Background: an optimization exercise with open tools, aiming at small area and a short achievable clock period. Do not read the settings as production practice. At most, simulation tests tie the RTL to the original design; equivalence was not proved. No functional check of the RTL was part of run 2. No activity file was given, so power comes from the tool's default toggle rates.

==> flow/design.v (outline; a module is shown in full before it is edited, if it fits) <==
// module dsp_27x27u: 2799 lines
// module mul_fa: 10 lines
// module mul_g0001: 8 lines
// module mul_g1010: 8 lines
// module mul_g1110: 8 lines
// module mul_p001: 7 lines
// module mul_p110: 7 lines
// module mul_x3: 8 lines
// module mul_mj: 8 lines
module dsp_27x27u #(
    parameter LATENCY = 2,
    parameter AX_WIDTH = 27,
    parameter AY_WIDTH = 27,
    parameter RESULT_A_WIDTH = 54
) (
    input   clock,
    input   resetn,
    input   ivalid,
    input   iready,
    output  ovalid,
    output  oready,
    input [AX_WIDTH-1:0] ax,
    input [AY_WIDTH-1:0] ay,
    output [RESULT_A_WIDTH-1:0] resulta
);
  // ...
==> flow/flow/run.sh <==
#!/bin/bash
# The standard layout (standard.sh), except that the buffers on the ports are
# plain buffers (buf_2) rather than the delay cells the default picks.
# make's output goes to standard.log; each ORFS step keeps its own log under orfs/logs.
set -euo pipefail
bash standard.sh finish "BUFFER_PORTS_ARGS=-buffer_cell sky130_fd_sc_hd__buf_2" > standard.log 2>&1
==> flow/standard.sh <==
#!/bin/bash
# synth_recipe.tcl (not shown) runs the flow's synth.tcl, then flattens the netlist and writes it again
# the make line also repeats each setting of config.mk as NAME=value (left out here)
make -C /OpenROAD-flow-scripts/flow DESIGN_CONFIG=/design/flow/config.mk WORK_HOME=/design/flow/orfs CLKGATE_MAP_FILE= SYNTH_SCRIPT=/design/flow/synth_recipe.tcl "${@:-finish}"
==> flow/config.mk <==
export PLATFORM = sky130hd
export DESIGN_NAME = dsp_27x27u
export DESIGN_NICKNAME = dsp_27x27u
export VERILOG_FILES = /design/flow/design.v
export SDC_FILE = /design/flow/constraint.sdc
export NUM_CORES = 4
export LEC_CHECK = 0
export CAP_MARGIN = 20
export CORE_MARGIN = 2
export CORE_UTILIZATION = 45
export SETUP_SLACK_MARGIN = 4.8
export SLEW_MARGIN = 20
export SYNTH_HIERARCHICAL = 1
export SYNTH_MINIMUM_KEEP_SIZE = 0
export TNS_END_PERCENT = 10
==> flow/constraint.sdc <==
create_clock -name core_clock -period 8.5 [get_ports {clock}]
set_input_delay 1.7000 -clock core_clock [delete_from_list [all_inputs] [get_ports {clock}]]
set_output_delay 1.7000 -clock core_clock [all_outputs]
set_load 0.01 [all_outputs]
==> summary.txt, run 1 <==
Clock network
  – Worst-path clk slew: 0.08 ns
  – CTS Buffer Depth: 2
  – CTS Buf Count: 17
  – Hold-fix buffers at CTS: 0

Worst hold path
  – Hold EP: lowr[0]

Global routing
  – GRT busiest layer: met2
  – Gr usage total: 28.6%
  – Global-route wire length before repair: 111000 um

Synthesis
  – EDFF count, synth: 0
  – Synth area leaders: dfxtp_1 18%, xnor2_1 12%, fa_1 9.8%
  – Sequential area share after synthesis: 17.5%
  – Simple-gate share of the synthesized area: 3.46%

Pwr
  – Clock Power: 812 uW
  – Power, Total: 11500 uW
  – Pwr dens: 465 nW/um^2
  – Seq pwr share: 15.6%
  – Pwr top: combinational logic

STA
  – RSZ-0062 raised after global routing: true
  – Setup violators final: 0
  – TNS Setup: 0 ns

Floorplanning
  – Starting Density: 45.7%
  – Die Ht: 227 um

Critical path
  – R2r setup slk: 4.53 ns
  – Worst setup path endpoint: resulta[46]

Status
  – Status: finished clean

Drt
  – Wire length on met1: 31600 um
  – Drt initial violations: 2086
  – Post-route ant nets: 0
  – Via/cell ratio: 6.41

Finish
  – Leading registers by flop count: x3r x29, xr x26, lowr x13

Placement
  – Pre-CTS setup slack: 4.14 ns
==> inputs of run 2 (changes only) <==
--- a/flow/design.v
+++ b/flow/design.v
@@ -1928,183 +1928,183 @@
     assign x3_d[21] = xp329 ^ ~pg457;
     assign x3_d[22] = xp331 ^ ~pg458;
     assign x3_d[23] = xp333 ^ pg459;
     assign x3_d[24] = xp335 ^ pg460;
     assign x3_d[25] = xp337 ^ ~pg461;
     assign x3_d[26] = xp339 ^ ~pg462;
     assign x3_d[27] = ax[26] ^ pg463;
     assign x3_d[28] = pg464;
-    assign s465 = negr[1] ^ pp4;
-    assign c466 = negr[1] & pp4;
-    assign s467 = pp5 ^ pp31;
-    assign c468 = pp5 & pp31;
-    assign s469 = pp6 ^ pp32;
-    assign c470 = pp6 & pp32;
+    mul_x2 u_s465 (.a(negr[1]), .b(pp4), .y(s465));
+    mul_a2 u_c466 (.a(negr[1]), .b(pp4), .y(c466));
+    mul_x2 u_s467 (.a(pp5), .b(pp31), .y(s467));
+    mul_a2 u_c468 (.a(pp5), .b(pp31), .y(c468));
+    mul_x2 u_s469 (.a(pp6), .b(pp32), .y(s469));
+    mul_a2 u_c470 (.a(pp6), .b(pp32), .y(c470));
     mul_fa u_s471 (.a(negr[2]), .b(pp7), .c(pp33), .s(s471), .co(c472));
-    assign s473 = pp59 ^ c470;
-    assign c474 = pp59 & c470;
+    mul_x2 u_s473 (.a(pp59), .b(c470), .y(s473));
+    mul_a2 u_c474 (.a(pp59), .b(c470), .y(c474));
     mul_fa u_s475 (.a(pp8), .b(pp34), .c(pp60), .s(s475), .co(c476));
-    assign s477 = c472 ^ c474;
-    assign c478 = c472 & c474;
+    mul_x2 u_s477 (.a(c472), .b(c474), .y(s477));
+    mul_a2 u_c478 (.a(c472), .b(c474), .y(c478));
     mul_fa u_s479 (.a(pp9), .b(pp35), .c(pp61), .s(s479), .co(c480));
-    assign s481 = c476 ^ s479;
-    assign c482 = c476 & s479;
+    mul_x2 u_s481 (.a(c476), .b(s479), .y(s481));
+    mul_a2 u_c482 (.a(c476), .b(s479), .y(c482));
     mul_fa u_s483 (.a(negr[3]), .b(pp10), .c(pp36), .s(s483), .co(c484));
     mul_fa u_s485 (.a(pp62), .b(pp88), .c(c480), .s(s485), .co(c486));
-    assign s487 = s483 ^ c482;
-    assign c488 = s483 & c482;
+    mul_x2 u_s487 (.a(s483), .b(c482), .y(s487));
+    mul_a2 u_c488 (.a(s483), .b(c482), .y(c488));
     mul_fa u_s489 (.a(pp11), .b(pp37), .c(pp63), .s(s489), .co(c490));
     mul_x3 ux_s491 (.a(c484), .b(pp89), .c(s489), .s(s491));
     mul_mj um_s491 (.a(pp89), .b(c484), .c(s489), .co(c492));
-    assign s493 = s491 ^ c486;
-    assign c494 = s491 & c486;
+    mul_x2 u_s493 (.a(s491), .b(c486), .y(s493));
+    mul_a2 u_c494 (.a(s491), .b(c486), .y(c494));
     mul_fa u_s495 (.a(pp12), .b(pp38), .c(pp64), .s(s495), .co(c496));
     mul_x3 ux_s497 (.a(c490), .b(pp90), .c(s495), .s(s497));
     mul_mj um_s497 (.a(pp90), .b(c490), .c(s495), .co(c498));
-    assign s499 = s497 ^ c492;
-    assign c500 = s497 & c492;
+    mul_x2 u_s499 (.a(s497), .b(c492), .y(s499));
+    mul_a2 u_c500 (.a(s497), .b(c492), .y(c500));
     mul_fa u_s501 (.a(negr[4]), .b(pp13), .c(pp39), .s(s501), .co(c502));
     mul_fa u_s503 (.a(pp65), .b(pp91), .c(pp117), .s(s503), .co(c504));
     mul_x3 ux_s505 (.a(s501), .b(c496), .c(s503), .s(s505));
     mul_mj um_s505 (.a(c496), .b(s501), .c(s503), .co(c506));
-    assign s507 = c498 ^ s505;
-    assign c508 = c498 & s505;
+    mul_x2 u_s507 (.a(c498), .b(s505), .y(s507));
+    mul_a2 u_c508 (.a(c498), .b(s505), .y(c508));
     mul_fa u_s509 (.a(pp14), .b(pp40), .c(pp66), .s(s509), .co(c510));
     mul_fa u_s511 (.a(pp92), .b(pp118), .c(c502), .s(s511), .co(c512));
     mul_x3 ux_s513 (.a(s509), .b(c504), .c(c506), .s(s513));
     mul_mj um_s513 (.a(c504), .b(s509), .c(c506), .co(c514));
-    assign s515 = s511 ^ c508;
-    assign c516 = s511 & c508;
+    mul_x2 u_s515 (.a(s511), .b(c508), .y(s515));
+    mul_a2 u_c516 (.a(s511), .b(c508), .y(c516));
     mul_fa u_s517 (.a(pp15), .b(pp41), .c(pp67), .s(s517), .co(c518));
     mul_fa u_s519 (.a(pp93), .b(pp119), .c(c510), .s(s519), .co(c520));
     mul_x3 ux_s521 (.a(c512), .b(s517), .c(s519), .s(s521));
     mul_mj um_s521 (.a(s517), .b(c512), .c(s519), .co(c522));
-    assign s523 = c514 ^ s521;
-    assign c524 = c514 & s521;
+    mul_x2 u_s523 (.a(c514), .b(s521), .y(s523));
+    mul_a2 u_c524 (.a(c514), .b(s521), .y(c524));
     mul_fa u_s525 (.a(negr[5]), .b(pp16), .c(pp42), .s(s525), .co(c526));
     mul_fa u_s527 (.a(pp68), .b(pp94), .c(pp120), .s(s527), .co(c528));
     mul_x3 ux_s529 (.a(c518), .b(pp146), .c(s525), .s(s529));
     mul_mj um_s529 (.a(pp146), .b(c518), .c(s525), .co(c530));
     mul_x3 ux_s531 (.a(s529), .b(s527), .c(c520), .s(s531));
     mul_mj um_s531 (.a(s527), .b(s529), .c(c520), .co(c532));
-    assign s533 = s531 ^ c522;
-    assign c534 = s531 & c522;
+    mul_x2 u_s533 (.a(s531), .b(c522), .y(s533));
+    mul_a2 u_c534 (.a(s531), .b(c522), .y(c534));
     mul_fa u_s535 (.a(pp17), .b(pp43), .c(pp69), .s(s535), .co(c536));
     mul_fa u_s537 (.a(pp95), .b(pp121), .c(pp147), .s(s537), .co(c538));
     mul_x3 ux_s539 (.a(c528), .b(c526), .c(s535), .s(s539));
     mul_mj um_s539 (.a(c526), .b(c528), .c(s535), .co(c540));
     mul_x3 ux_s541 (.a(c530), .b(s537), .c(s539), .s(s541));
     mul_mj um_s541 (.a(s537), .b(c530), .c(s539), .co(c542));
-    assign s543 = c532 ^ s541;
-    assign c544 = c532 & s541;
+    mul_x2 u_s543 (.a(c532), .b(s541), .y(s543));
+    mul_a2 u_c544 (.a(c532), .b(s541), .y(c544));
     mul_fa u_s545 (.a(pp18), .b(pp44), .c(pp70), .s(s545), .co(c546));
     mul_fa u_s547 (.a(pp96), .b(pp122), .c(pp148), .s(s547), .co(c548));
     mul_x3 ux_s549 (.a(c538), .b(c536), .c(s545), .s(s549));
     mul_mj um_s549 (.a(c536), .b(c538), .c(s545), .co(c550));
     mul_x3 ux_s551 (.a(c540), .b(s547), .c(s549), .s(s551));
     mul_mj um_s551 (.a(s547), .b(c540), .c(s549), .co(c552));
-    assign s553 = c542 ^ s551;
-    assign c554 = c542 & s551;
+    mul_x2 u_s553 (.a(c542), .b(s551), .y(s553));
+    mul_a2 u_c554 (.a(c542), .b(s551), .y(c554));
     mul_fa u_s555 (.a(negr[6]), .b(pp19), .c(pp45), .s(s555), .co(c556));
     mul_fa u_s557 (.a(pp71), .b(pp97), .c(pp123), .s(s557), .co(c558));
     mul_fa u_s559 (.a(pp149), .b(pp175), .c(c546), .s(s559), .co(c560));
     mul_x3 ux_s561 (.a(s555), .b(c548), .c(s557), .s(s561));
     mul_mj um_s561 (.a(c548), .b(s555), .c(s557), .co(c562));
     mul_x3 ux_s563 (.a(s561), .b(c550), .c(s559), .s(s563));
     mul_mj um_s563 (.a(c550), .b(s561), .c(s559), .co(c564));
-    assign s565 = c552 ^ s563;
-    assign c566 = c552 & s563;
+    mul_x2 u_s565 (.a(c552), .b(s563), .y(s565));
+    mul_a2 u_c566 (.a(c552), .b(s563), .y(c566));
     mul_fa u_s567 (.a(pp20), .b(pp46), .c(pp72), .s(s567), .co(c568));
     mul_fa u_s569 (.a(pp98), .b(pp124), .c(pp150), .s(s569), .co(c570));
     mul_fa u_s571 (.a(pp176), .b(c556), .c(c558), .s(s571), .co(c572));
     mul_x3 ux_s573 (.a(s569), .b(s567), .c(c562), .s(s573));
     mul_mj um_s573 (.a(s567), .b(s569), .c(c562), .co(c574));
     mul_x3 ux_s575 (.a(s571), .b(c560), .c(s573), .s(s575));
     mul_mj um_s575 (.a(c560), .b(s571), .c(s573), .co(c576));
-    assign s577 = c564 ^ s575;
-    assign c578 = c564 & s575;
+    mul_x2 u_s577 (.a(c564), .b(s575), .y(s577));
+    mul_a2 u_c578 (.a(c564), .b(s575), .y(c578));
     mul_fa u_s579 (.a(pp21), .b(pp47), .c(pp73), .s(s579), .co(c580));
     mul_fa u_s581 (.a(pp99), .b(pp125), .c(pp151), .s(s581), .co(c582));
     mul_fa u_s583 (.a(pp177), .b(c568), .c(c570), .s(s583), .co(c584));
     mul_x3 ux_s585 (.a(s581), .b(s579), .c(c572), .s(s585));
     mul_mj um_s585 (.a(s579), .b(s581), .c(c572), .co(c586));
     mul_x3 ux_s587 (.a(s585), .b(s583), .c(c574), .s(s587));
     mul_mj um_s587 (.a(s583), .b(s585), .c(c574), .co(c588));
-    assign s589 = c576 ^ s587;
-    assign c590 = c576 & s587;
+    mul_x2 u_s589 (.a(c576), .b(s587), .y(s589));
+    mul_a2 u_c590 (.a(c576), .b(s587), .y(c590));
     mul_fa u_s591 (.a(negr[7]), .b(pp22), .c(pp48), .s(s591), .co(c592));
     mul_fa u_s593 (.a(pp74), .b(pp100), .c(pp126), .s(s593), .co(c594));
     mul_fa u_s595 (.a(pp152), .b(pp178), .c(pp204), .s(s595), .co(c596));
     mul_x3 ux_s597 (.a(c582), .b(c580), .c(s591), .s(s597));
     mul_mj um_s597 (.a(c580), .b(c582), .c(s591), .co(c598));
     mul_x3 ux_s599 (.a(s595), .b(s593), .c(s597), .s(s599));
     mul_mj um_s599 (.a(s593), .b(s595), .c(s597), .co(c600));
     mul_x3 ux_s601 (.a(s599), .b(c584), .c(c586), .s(s601));
     mul_mj um_s601 (.a(c584), .b(s599), .c(c586), .co(c602));
-    assign s603 = s601 ^ c588;
-    assign c604 = s601 & c588;
+    mul_x2 u_s603 (.a(s601), .b(c588), .y(s603));
+    mul_a2 u_c604 (.a(s601), .b(c588), .y(c604));
     mul_fa u_s605 (.a(pp23), .b(pp49), .c(pp75), .s(s605), .co(c606));
     mul_fa u_s607 (.a(pp101), .b(pp127), .c(pp153), .s(s607), .co(c608));
     mul_fa u_s609 (.a(pp179), .b(pp205), .c(c592), .s(s609), .co(c610));
     mul_x3 ux_s611 (.a(c596), .b(c594), .c(s605), .s(s611));
     mul_mj um_s611 (.a(c594), .b(c596), .c(s605), .co(c612));
     mul_x3 ux_s613 (.a(c598), .b(s607), .c(s611), .s(s613));
     mul_mj um_s613 (.a(s607), .b(c598), .c(s611), .co(c614));
     mul_x3 ux_s615 (.a(c600), .b(s609), .c(s613), .s(s615));
     mul_mj um_s615 (.a(s609), .b(c600), .c(s613), .co(c616));
-    assign s617 = c602 ^ s615;
-    assign c618 = c602 & s615;
+    mul_x2 u_s617 (.a(c602), .b(s615), .y(s617));
+    mul_a2 u_c618 (.a(c602), .b(s615), .y(c618));
     mul_fa u_s619 (.a(pp24), .b(pp50), .c(pp76), .s(s619), .co(c620));
     mul_fa u_s621 (.a(pp102), .b(pp128), .c(pp154), .s(s621), .co(c622));
     mul_fa u_s623 (.a(pp180), .b(pp206), .c(c606), .s(s623), .co(c624));
     mul_x3 ux_s625 (.a(s619), .b(c608), .c(s621), .s(s625));
     mul_mj um_s625 (.a(c608), .b(s619), .c(s621), .co(c626));
     mul_x3 ux_s627 (.a(c610), .b(c612), .c(s625), .s(s627));
     mul_mj um_s627 (.a(c612), .b(c610), .c(s625), .co(c628));
     mul_x3 ux_s629 (.a(c614), .b(s623), .c(s627), .s(s629));
     mul_mj um_s629 (.a(s623), .b(c614), .c(s627), .co(c630));
-    assign s631 = c616 ^ s629;
-    assign c632 = c616 & s629;
+    mul_x2 u_s631 (.a(c616), .b(s629), .y(s631));
+    mul_a2 u_c632 (.a(c616), .b(s629), .y(c632));
     mul_fa u_s633 (.a(negr[8]), .b(pp25), .c(pp51), .s(s633), .co(c634));
     mul_fa u_s635 (.a(pp77), .b(pp103), .c(pp129), .s(s635), .co(c636));
     mul_fa u_s637 (.a(pp155), .b(pp181), .c(pp207), .s(s637), .co(c638));
     mul_fa u_s639 (.a(pp233), .b(c620), .c(c622), .s(s639), .co(c640));
     mul_x3 ux_s641 (.a(s635), .b(s633), .c(s637), .s(s641));
     mul_mj um_s641 (.a(s633), .b(s635), .c(s637), .co(c642));
     mul_x3 ux_s643 (.a(c624), .b(c626), .c(s641), .s(s643));
     mul_mj um_s643 (.a(c626), .b(c624), .c(s641), .co(c644));
     mul_x3 ux_s645 (.a(c628), .b(s639), .c(s643), .s(s645));
     mul_mj um_s645 (.a(s639), .b(c628), .c(s643), .co(c646));
-    assign s647 = c630 ^ s645;
-    assign c648 = c630 & s645;
+    mul_x2 u_s647 (.a(c630), .b(s645), .y(s647));
+    mul_a2 u_c648 (.a(c630), .b(s645), .y(c648));
     mul_fa u_s649 (.a(pp26), .b(pp52), .c(pp78), .s(s649), .co(c650));
     mul_fa u_s651 (.a(pp104), .b(pp130), .c(pp156), .s(s651), .co(c652));
     mul_fa u_s653 (.a(pp182), .b(pp208), .c(pp234), .s(s653), .co(c654));
     mul_fa u_s655 (.a(c634), .b(c636), .c(c638), .s(s655), .co(c656));
     mul_x3 ux_s657 (.a(s651), .b(s649), .c(s653), .s(s657));
     mul_mj um_s657 (.a(s649), .b(s651), .c(s653), .co(c658));
     mul_x3 ux_s659 (.a(c640), .b(c642), .c(s657), .s(s659));
     mul_mj um_s659 (.a(c642), .b(c640), .c(s657), .co(c660));
     mul_x3 ux_s661 (.a(c644), .b(s655), .c(s659), .s(s661));
     mul_mj um_s661 (.a(s655), .b(c644), .c(s659), .co(c662));
-    assign s663 = c646 ^ s661;
-    assign c664 = c646 & s661;
+    mul_x2 u_s663 (.a(c646), .b(s661), .y(s663));
+    mul_a2 u_c664 (.a(c646), .b(s661), .y(c664));
     mul_fa u_s665 (.a(pp27), .b(pp53), .c(pp79), .s(s665), .co(c666));
     mul_fa u_s667 (.a(pp105), .b(pp131), .c(pp157), .s(s667), .co(c668));
     mul_fa u_s669 (.a(pp183), .b(pp209), .c(pp235), .s(s669), .co(c670));
     mul_fa u_s671 (.a(c650), .b(c652), .c(c654), .s(s671), .co(c672));
     mul_x3 ux_s673 (.a(s667), .b(s665), .c(s669), .s(s673));
     mul_mj um_s673 (.a(s665), .b(s667), .c(s669), .co(c674));
     mul_x3 ux_s675 (.a(c656), .b(c658), .c(s673), .s(s675));
     mul_mj um_s675 (.a(c658), .b(c656), .c(s673), .co(c676));
     mul_x3 ux_s677 (.a(c660), .b(s671), .c(s675), .s(s677));
     mul_mj um_s677 (.a(s671), .b(c660), .c(s675), .co(c678));
-    assign s679 = c662 ^ s677;
-    assign c680 = c662 & s677;
+    mul_x2 u_s679 (.a(c662), .b(s677), .y(s679));
+    mul_a2 u_c680 (.a(c662), .b(s677), .y(c680));
     mul_fa u_s681 (.a(pp262), .b(pp28), .c(pp54), .s(s681), .co(c682));
     mul_fa u_s683 (.a(pp80), .b(pp106), .c(pp132), .s(s683), .co(c684));
     mul_fa u_s685 (.a(pp158), .b(pp184), .c(pp210), .s(s685), .co(c686));
     mul_fa u_s687 (.a(pp236), .b(c666), .c(c668), .s(s687), .co(c688));
     mul_x3 ux_s689 (.a(s681), .b(c670), .c(s683), .s(s689));
     mul_mj um_s689 (.a(c670), .b(s681), .c(s683), .co(c690));
     mul_x3 ux_s691 (.a(c674), .b(s685), .c(s689), .s(s691));
     mul_mj um_s691 (.a(s685), .b(c674), .c(s689), .co(c692));
@@ -2131,47 +2131,47 @@
     mul_fa u_s719 (.a(pp212), .b(pp238), .c(s713), .s(s719), .co(c720));
     mul_fa u_s721 (.a(c698), .b(c700), .c(c702), .s(s721), .co(c722));
     mul_x3 ux_s723 (.a(s717), .b(s715), .c(s719), .s(s723));
     mul_mj um_s723 (.a(s715), .b(s717), .c(s719), .co(c724));
     mul_x3 ux_s725 (.a(c704), .b(c706), .c(s723), .s(s725));
     mul_mj um_s725 (.a(c706), .b(c704), .c(s723), .co(c726));
     mul_x3 ux_s727 (.a(c708), .b(s721), .c(s725), .s(s727));
     mul_mj um_s727 (.a(s721), .b(c708), .c(s725), .co(c728));
-    assign s729 = c710 ^ s727;
-    assign c730 = c710 & s727;
+    mul_x2 u_s729 (.a(c710), .b(s727), .y(s729));
+    mul_a2 u_c730 (.a(c710), .b(s727), .y(c730));
     assign s731 = ~(pp265 ^ pp57);
     assign c732 = pp265 | pp57;
     mul_fa u_s733 (.a(pp83), .b(pp109), .c(pp135), .s(s733), .co(c734));
     mul_fa u_s735 (.a(pp161), .b(pp187), .c(pp213), .s(s735), .co(c736));
     mul_fa u_s737 (.a(pp239), .b(c714), .c(s731), .s(s737), .co(c738));
     mul_fa u_s739 (.a(c716), .b(c718), .c(c720), .s(s739), .co(c740));
     mul_x3 ux_s741 (.a(s735), .b(s733), .c(s737), .s(s741));
     mul_mj um_s741 (.a(s733), .b(s735), .c(s737), .co(c742));
     mul_x3 ux_s743 (.a(c722), .b(c724), .c(s741), .s(s743));
     mul_mj um_s743 (.a(c724), .b(c722), .c(s741), .co(c744));
     mul_x3 ux_s745 (.a(c726), .b(s739), .c(s743), .s(s745));
     mul_mj um_s745 (.a(s739), .b(c726), .c(s743), .co(c746));
-    assign s747 = c728 ^ s745;
-    assign c748 = c728 & s745;
+    mul_x2 u_s747 (.a(c728), .b(s745), .y(s747));
+    mul_a2 u_c748 (.a(c728), .b(s745), .y(c748));
     assign s749 = ~(pp266 ^ pp58);
     assign c750 = pp266 | pp58;
     mul_fa u_s751 (.a(pp84), .b(pp110), .c(pp136), .s(s751), .co(c752));
     mul_fa u_s753 (.a(pp162), .b(pp188), .c(pp214), .s(s753), .co(c754));
     mul_fa u_s755 (.a(pp240), .b(c732), .c(s749), .s(s755), .co(c756));
     mul_x3 ux_s757 (.a(c736), .b(c734), .c(s751), .s(s757));
     mul_mj um_s757 (.a(c734), .b(c736), .c(s751), .co(c758));
     mul_x3 ux_s759 (.a(c738), .b(s753), .c(s755), .s(s759));
     mul_mj um_s759 (.a(s753), .b(c738), .c(s755), .co(c760));
     mul_x3 ux_s761 (.a(c740), .b(s757), .c(s759), .s(s761));
     mul_mj um_s761 (.a(s757), .b(c740), .c(s759), .co(c762));
     mul_x3 ux_s763 (.a(c744), .b(c742), .c(s761), .s(s763));
     mul_mj um_s763 (.a(c742), .b(c744), .c(s761), .co(c764));
-    assign s765 = c746 ^ s763;
-    assign c766 = c746 & s763;
+    mul_x2 u_s765 (.a(c746), .b(s763), .y(s765));
+    mul_a2 u_c766 (.a(c746), .b(s763), .y(c766));
     mul_fa u_s767 (.a(pp267), .b(~negr[1]), .c(pp85), .s(s767), .co(c768));
     mul_fa u_s769 (.a(pp111), .b(pp137), .c(pp163), .s(s769), .co(c770));
     mul_fa u_s771 (.a(pp189), .b(pp215), .c(pp241), .s(s771), .co(c772));
     mul_fa u_s773 (.a(c750), .b(c752), .c(c754), .s(s773), .co(c774));
     mul_x3 ux_s775 (.a(s769), .b(s767), .c(s771), .s(s775));
     mul_mj um_s775 (.a(s767), .b(s769), .c(s771), .co(c776));
     mul_x3 ux_s777 (.a(c758), .b(c756), .c(s775), .s(s777));
     mul_mj um_s777 (.a(c756), .b(c758), .c(s775), .co(c778));
@@ -2185,31 +2185,31 @@
     mul_fa u_s787 (.a(pp190), .b(pp216), .c(pp242), .s(s787), .co(c788));
     mul_fa u_s789 (.a(s783), .b(c768), .c(c770), .s(s789), .co(c790));
     mul_x3 ux_s791 (.a(s785), .b(c772), .c(s787), .s(s791));
     mul_mj um_s791 (.a(c772), .b(s785), .c(s787), .co(c792));
     mul_x3 ux_s793 (.a(c774), .b(c776), .c(s791), .s(s793));
     mul_mj um_s793 (.a(c776), .b(c774), .c(s791), .co(c794));
     mul_x3 ux_s795 (.a(c778), .b(s789), .c(s793), .s(s795));
     mul_mj um_s795 (.a(s789), .b(c778), .c(s793), .co(c796));
-    assign s797 = c780 ^ s795;
-    assign c798 = c780 & s795;
+    mul_x2 u_s797 (.a(c780), .b(s795), .y(s797));
+    mul_a2 u_c798 (.a(c780), .b(s795), .y(c798));
     assign s799 = ~(pp269 ^ pp87);
     assign c800 = pp269 | pp87;
     mul_fa u_s801 (.a(pp113), .b(pp139), .c(pp165), .s(s801), .co(c802));
     mul_fa u_s803 (.a(pp191), .b(pp217), .c(pp243), .s(s803), .co(c804));
     mul_fa u_s805 (.a(c784), .b(s799), .c(c786), .s(s805), .co(c806));
     mul_x3 ux_s807 (.a(s801), .b(c788), .c(s803), .s(s807));
     mul_mj um_s807 (.a(c788), .b(s801), .c(s803), .co(c808));
     mul_x3 ux_s809 (.a(c790), .b(c792), .c(s807), .s(s809));
     mul_mj um_s809 (.a(c792), .b(c790), .c(s807), .co(c810));
     mul_x3 ux_s811 (.a(c794), .b(s805), .c(s809), .s(s811));
     mul_mj um_s811 (.a(s805), .b(c794), .c(s809), .co(c812));
-    assign s813 = c796 ^ s811;
-    assign c814 = c796 & s811;
+    mul_x2 u_s813 (.a(c796), .b(s811), .y(s813));
+    mul_a2 u_c814 (.a(c796), .b(s811), .y(c814));
     mul_fa u_s815 (.a(pp270), .b(~negr[2]), .c(pp114), .s(s815), .co(c816));
     mul_fa u_s817 (.a(pp140), .b(pp166), .c(pp192), .s(s817), .co(c818));
     mul_fa u_s819 (.a(pp218), .b(pp244), .c(c800), .s(s819), .co(c820));
     mul_fa u_s821 (.a(c802), .b(c804), .c(s815), .s(s821), .co(c822));
     mul_x3 ux_s823 (.a(s819), .b(s817), .c(c808), .s(s823));
     mul_mj um_s823 (.a(s817), .b(s819), .c(c808), .co(c824));
     mul_x3 ux_s825 (.a(s821), .b(c806), .c(s823), .s(s825));
     mul_mj um_s825 (.a(c806), .b(s821), .c(s823), .co(c826));
@@ -2220,30 +2220,30 @@
     mul_fa u_s831 (.a(pp141), .b(pp167), .c(pp193), .s(s831), .co(c832));
     mul_fa u_s833 (.a(pp219), .b(pp245), .c(s829), .s(s833), .co(c834));
     mul_x3 ux_s835 (.a(c818), .b(c816), .c(s831), .s(s835));
     mul_mj um_s835 (.a(c816), .b(c818), .c(s831), .co(c836));
     mul_x3 ux_s837 (.a(s833), .b(c820), .c(s835), .s(s837));
     mul_mj um_s837 (.a(c820), .b(s833), .c(s835), .co(c838));
     mul_x3 ux_s839 (.a(s837), .b(c822), .c(c824), .s(s839));
     mul_mj um_s839 (.a(c822), .b(s837), .c(c824), .co(c840));
-    assign s841 = c826 ^ s839;
-    assign c842 = c826 & s839;
+    mul_x2 u_s841 (.a(c826), .b(s839), .y(s841));
+    mul_a2 u_c842 (.a(c826), .b(s839), .y(c842));
     assign s843 = ~(pp272 ^ pp116);
     assign c844 = pp272 | pp116;
     mul_fa u_s845 (.a(pp142), .b(pp168), .c(pp194), .s(s845), .co(c846));
     mul_fa u_s847 (.a(pp220), .b(pp246), .c(c830), .s(s847), .co(c848));
     mul_x3 ux_s849 (.a(c832), .b(s843), .c(s845), .s(s849));
     mul_mj um_s849 (.a(s843), .b(c832), .c(s845), .co(c850));
     mul_x3 ux_s851 (.a(s847), .b(c834), .c(s849), .s(s851));
     mul_mj um_s851 (.a(c834), .b(s847), .c(s849), .co(c852));
     mul_x3 ux_s853 (.a(s851), .b(c836), .c(c838), .s(s853));
     mul_mj um_s853 (.a(c836), .b(s851), .c(c838), .co(c854));
-    assign s855 = s853 ^ c840;
-    assign c856 = s853 & c840;
+    mul_x2 u_s855 (.a(s853), .b(c840), .y(s855));
+    mul_a2 u_c856 (.a(s853), .b(c840), .y(c856));
     mul_fa u_s857 (.a(pp273), .b(~negr[3]), .c(pp143), .s(s857), .co(c858));
     mul_fa u_s859 (.a(pp169), .b(pp195), .c(pp221), .s(s859), .co(c860));
     mul_fa u_s861 (.a(pp247), .b(c844), .c(c846), .s(s861), .co(c862));
     mul_x3 ux_s863 (.a(s859), .b(s857), .c(c848), .s(s863));
     mul_mj um_s863 (.a(s857), .b(s859), .c(c848), .co(c864));
     mul_x3 ux_s865 (.a(s863), .b(c850), .c(s861), .s(s865));
     mul_mj um_s865 (.a(c850), .b(s863), .c(s861), .co(c866));
     mul_x3 ux_s867 (.a(s865), .b(c852), .c(c854), .s(s867));
@@ -2251,117 +2251,117 @@
     assign s869 = ~(pp274 ^ pp144);
     assign c870 = pp274 | pp144;
     mul_fa u_s871 (.a(pp170), .b(pp196), .c(pp222), .s(s871), .co(c872));
     mul_fa u_s873 (.a(pp248), .b(s869), .c(c858), .s(s873), .co(c874));
     mul_x3 ux_s875 (.a(s871), .b(c860), .c(c862), .s(s875));
     mul_mj um_s875 (.a(c860), .b(s871), .c(c862), .co(c876));
     mul_x3 ux_s877 (.a(c864), .b(s873), .c(s875), .s(s877));
     mul_mj um_s877 (.a(s873), .b(c864), .c(s875), .co(c878));
-    assign s879 = c866 ^ s877;
-    assign c880 = c866 & s877;
+    mul_x2 u_s879 (.a(c866), .b(s877), .y(s879));
+    mul_a2 u_c880 (.a(c866), .b(s877), .y(c880));
     assign s881 = ~(pp275 ^ pp145);
     assign c882 = pp275 | pp145;
     mul_fa u_s883 (.a(pp171), .b(pp197), .c(pp223), .s(s883), .co(c884));
     mul_fa u_s885 (.a(pp249), .b(c870), .c(s881), .s(s885), .co(c886));
     mul_x3 ux_s887 (.a(s883), .b(c872), .c(s885), .s(s887));
     mul_mj um_s887 (.a(c872), .b(s883), .c(s885), .co(c888));
     mul_x3 ux_s889 (.a(s887), .b(c874), .c(c876), .s(s889));
     mul_mj um_s889 (.a(c874), .b(s887), .c(c876), .co(c890));
-    assign s891 = c878 ^ s889;
-    assign c892 = c878 & s889;
+    mul_x2 u_s891 (.a(c878), .b(s889), .y(s891));
+    mul_a2 u_c892 (.a(c878), .b(s889), .y(c892));
     mul_fa u_s893 (.a(pp276), .b(~negr[4]), .c(pp172), .s(s893), .co(c894));
     mul_fa u_s895 (.a(pp198), .b(pp224), .c(pp250), .s(s895), .co(c896));
     mul_fa u_s897 (.a(c882), .b(c884), .c(s893), .s(s897), .co(c898));
     mul_x3 ux_s899 (.a(c886), .b(s895), .c(s897), .s(s899));
     mul_mj um_s899 (.a(s895), .b(c886), .c(s897), .co(c900));
     mul_x3 ux_s901 (.a(s899), .b(c888), .c(c890), .s(s901));
     mul_mj um_s901 (.a(c888), .b(s899), .c(c890), .co(c902));
     assign s903 = ~(pp277 ^ pp173);
     assign c904 = pp277 | pp173;
     mul_fa u_s905 (.a(pp199), .b(pp225), .c(pp251), .s(s905), .co(c906));
     mul_fa u_s907 (.a(s903), .b(c894), .c(c896), .s(s907), .co(c908));
     mul_x3 ux_s909 (.a(c898), .b(s905), .c(s907), .s(s909));
     mul_mj um_s909 (.a(s905), .b(c898), .c(s907), .co(c910));
-    assign s911 = s909 ^ c900;
-    assign c912 = s909 & c900;
+    mul_x2 u_s911 (.a(s909), .b(c900), .y(s911));
+    mul_a2 u_c912 (.a(s909), .b(c900), .y(c912));
     assign s913 = ~(pp278 ^ pp174);
     assign c914 = pp278 | pp174;
     mul_fa u_s915 (.a(pp200), .b(pp226), .c(pp252), .s(s915), .co(c916));
     mul_fa u_s917 (.a(c904), .b(s913), .c(c906), .s(s917), .co(c918));
     mul_x3 ux_s919 (.a(c908), .b(s915), .c(s917), .s(s919));
     mul_mj um_s919 (.a(s915), .b(c908), .c(s917), .co(c920));
-    assign s921 = s919 ^ c910;
-    assign c922 = s919 & c910;
+    mul_x2 u_s921 (.a(s919), .b(c910), .y(s921));
+    mul_a2 u_c922 (.a(s919), .b(c910), .y(c922));
     mul_fa u_s923 (.a(pp279), .b(~negr[5]), .c(pp201), .s(s923), .co(c924));
     mul_fa u_s925 (.a(pp227), .b(pp253), .c(c914), .s(s925), .co(c926));
     mul_x3 ux_s927 (.a(s923), .b(c916), .c(s925), .s(s927));
     mul_mj um_s927 (.a(c916), .b(s923), .c(s925), .co(c928));
     mul_x3 ux_s929 (.a(s927), .b(c918), .c(c920), .s(s929));
     mul_mj um_s929 (.a(c918), .b(s927), .c(c920), .co(c930));
     assign s931 = ~(pp280 ^ pp202);
     assign c932 = pp280 | pp202;
     mul_fa u_s933 (.a(pp228), .b(pp254), .c(s931), .s(s933), .co(c934));
     mul_x3 ux_s935 (.a(c926), .b(c924), .c(s933), .s(s935));
     mul_mj um_s935 (.a(c924), .b(c926), .c(s933), .co(c936));
-    assign s937 = s935 ^ c928;
-    assign c938 = s935 & c928;
+    mul_x2 u_s937 (.a(s935), .b(c928), .y(s937));
+    mul_a2 u_c938 (.a(s935), .b(c928), .y(c938));
     assign s939 = ~(pp281 ^ pp203);
     assign c940 = pp281 | pp203;
     mul_fa u_s941 (.a(pp229), .b(pp255), .c(c932), .s(s941), .co(c942));
     mul_x3 ux_s943 (.a(c934), .b(s939), .c(s941), .s(s943));
     mul_mj um_s943 (.a(s939), .b(c934), .c(s941), .co(c944));
-    assign s945 = s943 ^ c936;
-    assign c946 = s943 & c936;
+    mul_x2 u_s945 (.a(s943), .b(c936), .y(s945));
+    mul_a2 u_c946 (.a(s943), .b(c936), .y(c946));
     mul_fa u_s947 (.a(pp282), .b(~negr[6]), .c(pp230), .s(s947), .co(c948));
     mul_fa u_s949 (.a(pp256), .b(c940), .c(s947), .s(s949), .co(c950));
     mul_x3 ux_s951 (.a(s949), .b(c942), .c(c944), .s(s951));
     mul_mj um_s951 (.a(c942), .b(s949), .c(c944), .co(c952));
     assign s953 = ~(pp283 ^ pp231);
     assign c954 = pp283 | pp231;
     mul_fa u_s955 (.a(pp257), .b(s953), .c(c948), .s(s955), .co(c956));
-    assign s957 = c950 ^ s955;
-    assign c958 = c950 & s955;
+    mul_x2 u_s957 (.a(c950), .b(s955), .y(s957));
+    mul_a2 u_c958 (.a(c950), .b(s955), .y(c958));
     assign s959 = ~(pp284 ^ pp232);
     assign c960 = pp284 | pp232;
     mul_fa u_s961 (.a(pp258), .b(c954), .c(s959), .s(s961), .co(c962));
-    assign s963 = s961 ^ c956;
-    assign c964 = s961 & c956;
+    mul_x2 u_s963 (.a(s961), .b(c956), .y(s963));
+    mul_a2 u_c964 (.a(s961), .b(c956), .y(c964));
     mul_fa u_s965 (.a(pp285), .b(~negr[7]), .c(pp259), .s(s965), .co(c966));
     mul_x3 ux_s967 (.a(s965), .b(c960), .c(c962), .s(s967));
     mul_mj um_s967 (.a(c960), .b(s965), .c(c962), .co(c968));
     assign s969 = ~(pp286 ^ pp260);
     assign c970 = pp286 | pp260;
-    assign s971 = s969 ^ c966;
-    assign c972 = s969 & c966;
+    mul_x2 u_s971 (.a(s969), .b(c966), .y(s971));
+    mul_a2 u_c972 (.a(s969), .b(c966), .y(c972));
     assign s973 = ~(pp287 ^ pp261);
     assign c974 = pp287 | pp261;
-    assign s975 = c970 ^ s973;
-    assign c976 = c970 & s973;
+    mul_x2 u_s975 (.a(c970), .b(s973), .y(s975));
+    mul_a2 u_c976 (.a(c970), .b(s973), .y(c976));
     mul_fa u_s977 (.a(pp288), .b(~negr[8]), .c(c974), .s(s977), .co(c978));
-    assign lp979 = pp1 ^ negr[0];
-    assign lg980 = pp1 & negr[0];
-    assign lp981 = pp30 ^ s465;
-    assign lg982 = pp30 & s465;
-    assign lp983 = c466 ^ s467;
-    assign lg984 = c466 & s467;
-    assign lp985 = c468 ^ s469;
-    assign lg986 = c468 & s469;
-    assign lp987 = s471 ^ s473;
-    assign lg988 = s471 & s473;
-    assign lp989 = s475 ^ s477;
-    assign lg990 = s475 & s477;
-    assign lp991 = c478 ^ s481;
-    assign lg992 = c478 & s481;
-    assign lp993 = s485 ^ s487;
-    assign lg994 = s485 & s487;
-    assign lp995 = c488 ^ s493;
-    assign lg996 = c488 & s493;
-    assign lp997 = c494 ^ s499;
-    assign lg998 = c494 & s499;
+    mul_x2 u_lp979 (.a(pp1), .b(negr[0]), .y(lp979));
+    mul_a2 u_lg980 (.a(pp1), .b(negr[0]), .y(lg980));
+    mul_x2 u_lp981 (.a(pp30), .b(s465), .y(lp981));
+    mul_a2 u_lg982 (.a(pp30), .b(s465), .y(lg982));
+    mul_x2 u_lp983 (.a(c466), .b(s467), .y(lp983));
+    mul_a2 u_lg984 (.a(c466), .b(s467), .y(lg984));
+    mul_x2 u_lp985 (.a(c468), .b(s469), .y(lp985));
+    mul_a2 u_lg986 (.a(c468), .b(s469), .y(lg986));
+    mul_x2 u_lp987 (.a(s471), .b(s473), .y(lp987));
+    mul_a2 u_lg988 (.a(s471), .b(s473), .y(lg988));
+    mul_x2 u_lp989 (.a(s475), .b(s477), .y(lp989));
+    mul_a2 u_lg990 (.a(s475), .b(s477), .y(lg990));
+    mul_x2 u_lp991 (.a(c478), .b(s481), .y(lp991));
+    mul_a2 u_lg992 (.a(c478), .b(s481), .y(lg992));
+    mul_x2 u_lp993 (.a(s485), .b(s487), .y(lp993));
+    mul_a2 u_lg994 (.a(s485), .b(s487), .y(lg994));
+    mul_x2 u_lp995 (.a(c488), .b(s493), .y(lp995));
+    mul_a2 u_lg996 (.a(c488), .b(s493), .y(lg996));
+    mul_x2 u_lp997 (.a(c494), .b(s499), .y(lp997));
+    mul_a2 u_lg998 (.a(c494), .b(s499), .y(lg998));
     assign pp999 = pp3 & pp2;
     mul_g0001 u_pg1000 (.gh(lg984), .ph(lp983), .gl(lg982), .go(pg1000));
     mul_p001 u_pp1001 (.ph(lp983), .pl(lp981), .po(pp1001));
     mul_g0001 u_pg1002 (.gh(lg988), .ph(lp987), .gl(lg986), .go(pg1002));
     mul_p001 u_pp1003 (.ph(lp987), .pl(lp985), .po(pp1003));
     mul_g0001 u_pg1004 (.gh(lg992), .ph(lp991), .gl(lg990), .go(pg1004));
     mul_p001 u_pp1005 (.ph(lp991), .pl(lp989), .po(pp1005));
     mul_g0001 u_pg1006 (.gh(lg996), .ph(lp995), .gl(lg994), .go(pg1006));
@@ -2402,100 +2402,100 @@
     assign lowsum[5] = lp985 ^ pg1018;
     assign lowsum[6] = lp987 ^ ~pg1030;
     assign lowsum[7] = lp989 ^ ~pg1019;
     assign lowsum[8] = lp991 ^ ~pg1032;
     assign lowsum[9] = lp993 ^ pg1025;
     assign lowsum[10] = lp995 ^ ~pg1033;
     assign lowsum[11] = lp997 ^ pg1027;
     assign lowsum[12] = ~pg1034;
-    assign cp1035 = c500 ^ s507;
-    assign cg1036 = c500 & s507;
-    assign cp1037 = s513 ^ s515;
-    assign cg1038 = s513 & s515;
-    assign cp1039 = c516 ^ s523;
-    assign cg1040 = c516 & s523;
-    assign cp1041 = c524 ^ s533;
-    assign cg1042 = c524 & s533;
-    assign cp1043 = c534 ^ s543;
-    assign cg1044 = c534 & s543;
-    assign cp1045 = c544 ^ s553;
-    assign cg1046 = c544 & s553;
-    assign cp1047 = c554 ^ s565;
-    assign cg1048 = c554 & s565;
-    assign cp1049 = c566 ^ s577;
-    assign cg1050 = c566 & s577;
-    assign cp1051 = c578 ^ s589;
-    assign cg1052 = c578 & s589;
-    assign cp1053 = c590 ^ s603;
-    assign cg1054 = c590 & s603;
-    assign cp1055 = c604 ^ s617;
-    assign cg1056 = c604 & s617;
-    assign cp1057 = c618 ^ s631;
-    assign cg1058 = c618 & s631;
-    assign cp1059 = c632 ^ s647;
-    assign cg1060 = c632 & s647;
-    assign cp1061 = c648 ^ s663;
-    assign cg1062 = c648 & s663;
-    assign cp1063 = c664 ^ s679;
-    assign cg1064 = c664 & s679;
-    assign cp1065 = c680 ^ s695;
-    assign cg1066 = c680 & s695;
-    assign cp1067 = c696 ^ s711;
-    assign cg1068 = c696 & s711;
-    assign cp1069 = c712 ^ s729;
-    assign cg1070 = c712 & s729;
-    assign cp1071 = c730 ^ s747;
-    assign cg1072 = c730 & s747;
-    assign cp1073 = c748 ^ s765;
-    assign cg1074 = c748 & s765;
-    assign cp1075 = c766 ^ s781;
-    assign cg1076 = c766 & s781;
-    assign cp1077 = c782 ^ s797;
-    assign cg1078 = c782 & s797;
-    assign cp1079 = c798 ^ s813;
-    assign cg1080 = c798 & s813;
-    assign cp1081 = c814 ^ s827;
-    assign cg1082 = c814 & s827;
-    assign cp1083 = c828 ^ s841;
-    assign cg1084 = c828 & s841;
-    assign cp1085 = c842 ^ s855;
-    assign cg1086 = c842 & s855;
-    assign cp1087 = c856 ^ s867;
-    assign cg1088 = c856 & s867;
-    assign cp1089 = c868 ^ s879;
-    assign cg1090 = c868 & s879;
-    assign cp1091 = c880 ^ s891;
-    assign cg1092 = c880 & s891;
-    assign cp1093 = c892 ^ s901;
-    assign cg1094 = c892 & s901;
-    assign cp1095 = c902 ^ s911;
-    assign cg1096 = c902 & s911;
-    assign cp1097 = c912 ^ s921;
-    assign cg1098 = c912 & s921;
-    assign cp1099 = c922 ^ s929;
-    assign cg1100 = c922 & s929;
-    assign cp1101 = c930 ^ s937;
-    assign cg1102 = c930 & s937;
-    assign cp1103 = c938 ^ s945;
-    assign cg1104 = c938 & s945;
-    assign cp1105 = c946 ^ s951;
-    assign cg1106 = c946 & s951;
-    assign cp1107 = c952 ^ s957;
-    assign cg1108 = c952 & s957;
-    assign cp1109 = c958 ^ s963;
-    assign cg1110 = c958 & s963;
-    assign cp1111 = c964 ^ s967;
-    assign cg1112 = c964 & s967;
-    assign cp1113 = c968 ^ s971;
-    assign cg1114 = c968 & s971;
-    assign cp1115 = c972 ^ s975;
-    assign cg1116 = c972 & s975;
-    assign cp1117 = c976 ^ s977;
-    assign cg1118 = c976 & s977;
+    mul_x2 u_cp1035 (.a(c500), .b(s507), .y(cp1035));
+    mul_a2 u_cg1036 (.a(c500), .b(s507), .y(cg1036));
+    mul_x2 u_cp1037 (.a(s513), .b(s515), .y(cp1037));
+    mul_a2 u_cg1038 (.a(s513), .b(s515), .y(cg1038));
+    mul_x2 u_cp1039 (.a(c516), .b(s523), .y(cp1039));
+    mul_a2 u_cg1040 (.a(c516), .b(s523), .y(cg1040));
+    mul_x2 u_cp1041 (.a(c524), .b(s533), .y(cp1041));
+    mul_a2 u_cg1042 (.a(c524), .b(s533), .y(cg1042));
+    mul_x2 u_cp1043 (.a(c534), .b(s543), .y(cp1043));
+    mul_a2 u_cg1044 (.a(c534), .b(s543), .y(cg1044));
+    mul_x2 u_cp1045 (.a(c544), .b(s553), .y(cp1045));
+    mul_a2 u_cg1046 (.a(c544), .b(s553), .y(cg1046));
+    mul_x2 u_cp1047 (.a(c554), .b(s565), .y(cp1047));
+    mul_a2 u_cg1048 (.a(c554), .b(s565), .y(cg1048));
+    mul_x2 u_cp1049 (.a(c566), .b(s577), .y(cp1049));
+    mul_a2 u_cg1050 (.a(c566), .b(s577), .y(cg1050));
+    mul_x2 u_cp1051 (.a(c578), .b(s589), .y(cp1051));
+    mul_a2 u_cg1052 (.a(c578), .b(s589), .y(cg1052));
+    mul_x2 u_cp1053 (.a(c590), .b(s603), .y(cp1053));
+    mul_a2 u_cg1054 (.a(c590), .b(s603), .y(cg1054));
+    mul_x2 u_cp1055 (.a(c604), .b(s617), .y(cp1055));
+    mul_a2 u_cg1056 (.a(c604), .b(s617), .y(cg1056));
+    mul_x2 u_cp1057 (.a(c618), .b(s631), .y(cp1057));
+    mul_a2 u_cg1058 (.a(c618), .b(s631), .y(cg1058));
+    mul_x2 u_cp1059 (.a(c632), .b(s647), .y(cp1059));
+    mul_a2 u_cg1060 (.a(c632), .b(s647), .y(cg1060));
+    mul_x2 u_cp1061 (.a(c648), .b(s663), .y(cp1061));
+    mul_a2 u_cg1062 (.a(c648), .b(s663), .y(cg1062));
+    mul_x2 u_cp1063 (.a(c664), .b(s679), .y(cp1063));
+    mul_a2 u_cg1064 (.a(c664), .b(s679), .y(cg1064));
+    mul_x2 u_cp1065 (.a(c680), .b(s695), .y(cp1065));
+    mul_a2 u_cg1066 (.a(c680), .b(s695), .y(cg1066));
+    mul_x2 u_cp1067 (.a(c696), .b(s711), .y(cp1067));
+    mul_a2 u_cg1068 (.a(c696), .b(s711), .y(cg1068));
+    mul_x2 u_cp1069 (.a(c712), .b(s729), .y(cp1069));
+    mul_a2 u_cg1070 (.a(c712), .b(s729), .y(cg1070));
+    mul_x2 u_cp1071 (.a(c730), .b(s747), .y(cp1071));
+    mul_a2 u_cg1072 (.a(c730), .b(s747), .y(cg1072));
+    mul_x2 u_cp1073 (.a(c748), .b(s765), .y(cp1073));
+    mul_a2 u_cg1074 (.a(c748), .b(s765), .y(cg1074));
+    mul_x2 u_cp1075 (.a(c766), .b(s781), .y(cp1075));
+    mul_a2 u_cg1076 (.a(c766), .b(s781), .y(cg1076));
+    mul_x2 u_cp1077 (.a(c782), .b(s797), .y(cp1077));
+    mul_a2 u_cg1078 (.a(c782), .b(s797), .y(cg1078));
+    mul_x2 u_cp1079 (.a(c798), .b(s813), .y(cp1079));
+    mul_a2 u_cg1080 (.a(c798), .b(s813), .y(cg1080));
+    mul_x2 u_cp1081 (.a(c814), .b(s827), .y(cp1081));
+    mul_a2 u_cg1082 (.a(c814), .b(s827), .y(cg1082));
+    mul_x2 u_cp1083 (.a(c828), .b(s841), .y(cp1083));
+    mul_a2 u_cg1084 (.a(c828), .b(s841), .y(cg1084));
+    mul_x2 u_cp1085 (.a(c842), .b(s855), .y(cp1085));
+    mul_a2 u_cg1086 (.a(c842), .b(s855), .y(cg1086));
+    mul_x2 u_cp1087 (.a(c856), .b(s867), .y(cp1087));
+    mul_a2 u_cg1088 (.a(c856), .b(s867), .y(cg1088));
+    mul_x2 u_cp1089 (.a(c868), .b(s879), .y(cp1089));
+    mul_a2 u_cg1090 (.a(c868), .b(s879), .y(cg1090));
+    mul_x2 u_cp1091 (.a(c880), .b(s891), .y(cp1091));
+    mul_a2 u_cg1092 (.a(c880), .b(s891), .y(cg1092));
+    mul_x2 u_cp1093 (.a(c892), .b(s901), .y(cp1093));
+    mul_a2 u_cg1094 (.a(c892), .b(s901), .y(cg1094));
+    mul_x2 u_cp1095 (.a(c902), .b(s911), .y(cp1095));
+    mul_a2 u_cg1096 (.a(c902), .b(s911), .y(cg1096));
+    mul_x2 u_cp1097 (.a(c912), .b(s921), .y(cp1097));
+    mul_a2 u_cg1098 (.a(c912), .b(s921), .y(cg1098));
+    mul_x2 u_cp1099 (.a(c922), .b(s929), .y(cp1099));
+    mul_a2 u_cg1100 (.a(c922), .b(s929), .y(cg1100));
+    mul_x2 u_cp1101 (.a(c930), .b(s937), .y(cp1101));
+    mul_a2 u_cg1102 (.a(c930), .b(s937), .y(cg1102));
+    mul_x2 u_cp1103 (.a(c938), .b(s945), .y(cp1103));
+    mul_a2 u_cg1104 (.a(c938), .b(s945), .y(cg1104));
+    mul_x2 u_cp1105 (.a(c946), .b(s951), .y(cp1105));
+    mul_a2 u_cg1106 (.a(c946), .b(s951), .y(cg1106));
+    mul_x2 u_cp1107 (.a(c952), .b(s957), .y(cp1107));
+    mul_a2 u_cg1108 (.a(c952), .b(s957), .y(cg1108));
+    mul_x2 u_cp1109 (.a(c958), .b(s963), .y(cp1109));
+    mul_a2 u_cg1110 (.a(c958), .b(s963), .y(cg1110));
+    mul_x2 u_cp1111 (.a(c964), .b(s967), .y(cp1111));
+    mul_a2 u_cg1112 (.a(c964), .b(s967), .y(cg1112));
+    mul_x2 u_cp1113 (.a(c968), .b(s971), .y(cp1113));
+    mul_a2 u_cg1114 (.a(c968), .b(s971), .y(cg1114));
+    mul_x2 u_cp1115 (.a(c972), .b(s975), .y(cp1115));
+    mul_a2 u_cg1116 (.a(c972), .b(s975), .y(cg1116));
+    mul_x2 u_cp1117 (.a(c976), .b(s977), .y(cp1117));
+    mul_a2 u_cg1118 (.a(c976), .b(s977), .y(cg1118));
     wire [41:0] fp = {pr53, pr52, pr51, pr50, pr49, pr48, pr47, pr46, pr45, pr44, pr43, pr42, pr41, pr40, pr39, pr38, pr37, pr36, pr35, pr34, pr33, pr32, pr31, pr30, pr29, pr28, pr27, pr26, pr25, pr24, pr23, pr22, pr21, pr20, pr19, pr18, pr17, pr16, pr15, pr14, pr13, pr12};
     wire [41:0] fg = {gr53, gr52, gr51, gr50, gr49, gr48, gr47, gr46, gr45, gr44, gr43, gr42, gr41, gr40, gr39, gr38, gr37, gr36, gr35, gr34, gr33, gr32, gr31, gr30, gr29, gr28, gr27, gr26, gr25, gr24, gr23, gr22, gr21, gr20, gr19, gr18, gr17, gr16, gr15, gr14, gr13, gr12};
     wire cin0 = lowr[12];
     mul_g0001 u_pg1119 (.gh(fg[0]), .ph(fp[0]), .gl(cin0), .go(pg1119));
     mul_g0001 u_pg1120 (.gh(fg[2]), .ph(fp[2]), .gl(fg[1]), .go(pg1120));
     mul_p001 u_pp1121 (.ph(fp[2]), .pl(fp[1]), .po(pp1121));
     mul_g0001 u_pg1122 (.gh(fg[4]), .ph(fp[4]), .gl(fg[3]), .go(pg1122));
     mul_p001 u_pp1123 (.ph(fp[4]), .pl(fp[3]), .po(pp1123));
@@ -2802,16 +2802,30 @@
     input b,
     input c,
     output s,
     output co
 );
     assign s = a ^ b ^ c;
     assign co = (a & b) | (a & c) | (b & c);
 endmodule
+module mul_x2 (
+    input a,
+    input b,
+    output y
+);
+    assign y = a ^ b;
+endmodule
+module mul_a2 (
+    input a,
+    input b,
+    output y
+);
+    assign y = a & b;
+endmodule
 module mul_g0001 (
     input gh,
     input ph,
     input gl,
     output go
 );
     assign go = ~(gh | (ph & gl));
 endmodule
==> summary.txt, run 2 <==
Synthesis
  – Synthesized instance count: 2323 (was 2231)
  – Sequential area share after synthesis: 17.4% (was 17.5%)
  – Seq cells post-synth: 196 (unchanged)
  – Unique masters post-synth: 32 (unchanged)
  – Post-synth ARST share: 0% (unchanged)
  – Synth area leaders: dfxtp_1 17%, xnor2_1 12%, fa_1 9.7% (was dfxtp_1 18%, xnor2_1 12%, fa_1 9.8%)
  – Synth Area in XOR/XNOR: 26.1% (was 22.8%)
  – Compound-Gate Fraction of Synth Area: 25.6% (was 25.8%)
  – Post-synth top flop: dfxtp_1 (unchanged)
  – EDFF count, synth: 0 (unchanged)
  – Share of the synthesized area in the top cell type: 17.4% (was 17.5%)
  – Synth Area in Adders: 18.5% (was 23.8%)
  – Cell Area, Synth: 22600 um^2 (was 22400 um^2)
  – Top cells by count, synth: 312 x xnor2_1, 224 x a221oi_1, 224 x a22o_1 (unchanged)
  – Count leader, synth: xnor2_1 (unchanged)
  – Largest family of logic cells by synthesized area: XOR/XNOR gates (was compound AO/OA/AOI/OAI gates)
  – Post-synthesis mux area share: 0.399% (was 0.403%)
  – Avg Inst Size Synth: 9.72 um^2 (was 10.0 um^2)
  – Simple-gate share of the synthesized area: 5.98% (was 3.46%)
  – Post-synth top area cell: dfxtp_1 (unchanged)
  – Ys Warns: 8 (unchanged)

Finish
  – Area growth syn-to-layout: 9.82% (was 10.3%)
  – Filler cells: 4686 (was 4495)
  – Commonest non-fill, non-tap cells in the layout: 309 x xnor2_1, 224 x a22o_1, 224 x a221oi_1, 171 x dfxtp_1, 120 x xor2_1 (was 312 x xnor2_1, 224 x a22o_1, 224 x a221oi_1, 169 x ha_1, 148 x dfxtp_1)
  – Fin area: 24800 um^2 (was 24700 um^2)
  – Leading registers by flop count: x3r x29, xr x26, lowr x13 (unchanged)
  – Nets: 2543 (was 2531)
  – Final core utilization: 49.7% (was 50.4%)
  – N_diodes: 0 (unchanged)
  – Layout Cells excl Fill: 2983 (was 2871)
  – Commonest non-fill, non-tap cell in the layout: xnor2_1 (unchanged)
  – Share of cells above drive strength 1: 24.2% (was 26.6%)
  – Max reg flops: 29 (unchanged)
  – Top reg by flops: x3r (unchanged)

Global routing
  – Largest net degree at the start of global routing: 57 (unchanged)
  – Global-route wire length before repair: 114000 um (was 111000 um)
  – Gr usage total: 28.2% (was 28.6%)
  – Number of global-route vias before repair: 18700 (was 18000)
  – Antenna violations before repair: 0 (unchanged)
  – Total congestion overflow: 0 (unchanged)

STA
  – TNS Setup: 0 ns (unchanged)
  – Fmax: 248 MHz (was 251 MHz)
  – RSZ-0062 raised after global routing: true (unchanged)
  – Final number of hold-violating endpoints: 0 (unchanged)
  – Crit share post-route: 47.4% (was 46.8%)
  – Final Max Tran Viols: 0 (unchanged)
  – Worst Skew: 0.0147 ns (was 0.0196 ns)
  – Slew headroom: 27.1% (was 29.8%)
  – Setup violators final: 0 (unchanged)
  – Least-Margin Pin Slew: 1.09 ns (was 1.05 ns)
  – Final min period: 4.03 ns (was 3.98 ns)

Placement
  – Placer Congestion: 0.955 (was 0.973)
  – I/O Buffers: 108 (unchanged)
  – Placed cell area: 23500 um^2 (was 23200 um^2)
  – Post-DP HPWL: 49700 um (was 49000 um)
  – Placed Instances: 2925 (was 2819)

Critical path
  – Critical path's most frequent cell: a21oi_2
  – Critical path class: register to output port (unchanged)
  – CP Data Required Time: 6.80 ns (about the same)
  – Crit path DAT: 2.33 ns (was 2.28 ns)
  – Slowest CP cell: dfxtp_1 (was dfxtp_2)
  – Max incr delay on CP: 0.43 ns (was 0.40 ns)
  – CP Launch Type: register (unchanged)
  – CP max FO: 3 (unchanged)
  – CP Capture Type: output port (unchanged)
  – CP Cell Sequence: nand2_2 > o21ai_1 > a21oi_2 > o21ai_1 > a21oi_2 > o21ai_4 > a21oi_2 > xnor2_1 > buf_2 (was nand2_2 > nor2_4 > nand2_1 > nor2_4 > nand2_1 > o21ai_4 > a21oi_2 > xnor2_1 > buf_2)

Floorplanning
  – # IOs: 114 (unchanged)
  – Horiz. Die Dim: 228 um (was 227 um)
  – # rows: 82 (was 81)
  – Area of the core: 49900 um^2 (was 49000 um^2)
  – Die Ht: 228 um (was 227 um)
  – Starting Density: 45.3% (was 45.7%)
  – Die ar.: 52000 um^2 (was 51500 um^2)

Drt
  – Detailed Route WL: 74600 um (was 74700 um)
  – Iteration count of the initial detailed-routing pass: 12 (was 7)
  – Post-route ant nets: 0 (unchanged)
  – Routed len/inst: 25.0 um (was 26.0 um)
  – Drt initial violations: 2346 (was 2086)
  – DRC Markers: 0 (unchanged)
  – Vias: 18900 (was 18400)
  – Via/cell ratio: 6.34 (was 6.41)

Clock network
  – CTS Buf Count: 17 (unchanged)
  – CTS tree: built (unchanged)
  – # H-tree levels: 4 (unchanged)
  – CTS Root Cell: clkbuf_16 (unchanged)
  – CTS Buffer Depth: 2 (unchanged)
  – # clock sinks: 196 (unchanged)
  – Clock latency (worst-skew pair): 0.47 ns (was 0.48 ns)
  – Hold-fix buffers at CTS: 0 (unchanged)
  – Worst-path clk slew: 0.07 ns (was 0.08 ns)

Pwr
  – Pwr dens: 501 nW/um^2 (was 465 nW/um^2)
  – P_leak: 0.00998 uW (was 0.0100 uW)
  – Worst VDD drop: 335 uV (was 238 uV)

Flow run
  – Max cap viols: 0 (unchanged)

Worst hold path
  – Hold Crit Class: register to register (unchanged)

Status
  – Status: finished clean (unchanged)
run 2: cell count changes in the layout (fill, tap and decap cells not counted), sizes merged, moves of 3 or more:
cell	previous run	this run
buf	192	204
clkinv	7	4
and2	21	113
xor2	28	120
ha	169	77
run 2: timing repair:
action	in CTS	in global routing
endpoints found under the setup margin	87	76
pin swaps	31	31
hold endpoints to repair	0	0
setup buffers	18	8
resized for setup	89	50
run 2: cells by family after synthesis:
kind of cell | Yosys count
multiplexers | 8
flip-flops | 196
AO/OA/AOI/OAI | 693
buffers and inverters | 357
other | 1
XOR/XNOR | 521
AND/OR/NAND/NOR | 271
adder cells (fa/ha/maj) | 276
run 2: metrics by stage:
step | power, uW | hold slack [ns] | setup slack [ns]
6_report | 12400 | 0.936 | 4.47
5_1_grt | 13400 | 0.992 | 4.43
4_1_cts | 12300 | 0.943 | 4.50
3_5_place_dp | 11100 | 0.922 | 4.21
3_3_place_gp | 11100 | 0.899 | 4.29
2_1_floorplan | 9230 | 0.523 | 4.95
run 2: final timing paths:
kind / slack [ns] / end / depth (start not counted) / startpoint
hold / removal: 0.94 / lowr[0] / 4 / x3r[0]
setup / recovery: 4.47 / resulta[46] / 9 / pr32
setup reg to reg: 4.70 / lowr[11] / 13 / xr[7]
hold reg to reg: 0.94 / lowr[0] / 4 / x3r[0]
run 2: cell type report:
cell class	instances	area, um^2	share of cell area, %
multi-input combinational	1771	17800	71.7
sequential	196	3960	16.0
timing repair buffer	204	1270	5.12
tap	672	841	3.39
clock buffer	19	433	1.75
inverter	108	408	1.64
clock inverter	13	123	0.494
run 2: routing by layer:
metal | track usage (%) | vias to the layer above | share of wire (%)
met5 | 0 | - | 0
met4 | 12.4 | 0 | 4.1
met3 | 10.5 | 249 | 14
met2 | 40.0 | 1194 | 41
met1 | 38.1 | 9161 | 41
li1 | - | 8310 | -
run 2: where the power goes:
group	total [uW]	internal, uW	switching [uW]	leakage [uW]
clock	768	408	360	0.000272
combinational	9900	5150	4750	0.00806
sequential	1750	1380	368	0.00164
run 2: critical path: cells and delay by family (launching register included):
| kind | cells | cell delay [ns] |
|---|---|---|
| compound gates | 6 | 0.95 |
| xor+xnor | 1 | 0.19 |
| simple gates | 1 | 0.13 |
| buf+inv | 1 | 0.16 |
| flops | 1 | 0.43 |
run 2: per-module statistics from Yosys (local to each module, per instance):
| module | times used | cells | flops+latches |
|---|---|---|---|
| dsp_27x27u | 1 | 1533 | 196 |
| mul_x3 | 89 | 1 | 0 |
| mul_fa | 110 | 1 | 0 |
| mul_g1010 | 1 | 2 | 0 |
| mul_mj | 89 | 1 | 0 |
| mul_g0001 | 123 | 1 | 0 |
| mul_x2 | 93 | 1 | 0 |
| mul_a2 | 92 | 1 | 0 |
| mul_g1110 | 72 | 1 | 0 |
| mul_p001 | 73 | 1 | 0 |
| mul_p110 | 47 | 1 | 0 |

[re-timing with driven ports]
Ports are ideal in the flow. The routed layouts listed here were re-timed in OpenROAD. Step 1 (the two cells are an assumption about what drives the block):
set clk [get_ports {clock}]
set_driving_cell -lib_cell sky130_fd_sc_hd__clkbuf_16 $clk
set_driving_cell -lib_cell sky130_fd_sc_hd__buf_2 [delete_from_list [all_inputs] $clk]
Step 2 moves the port delays by t, midway between the first and last clock arrival at a register: inputs arrive t later, outputs are due t later. That takes back most of the time a late clock gives input paths. a / b / c = ideal ports / drivers / drivers and shift; a / b = the first two.
run	t, ns	setup slack, ns	worst slew at a driven data input, ns
run 1	0.524	4.521 / 4.464 / 4.254	0.04
run 2	0.522	4.473 / 4.415 / 4.185	0.05
After both steps setup and hold are still met in every run listed. For run 2, which loses most, drivers alone change the setup slack by -0.058 ns; drivers and shift together by -0.288 ns.
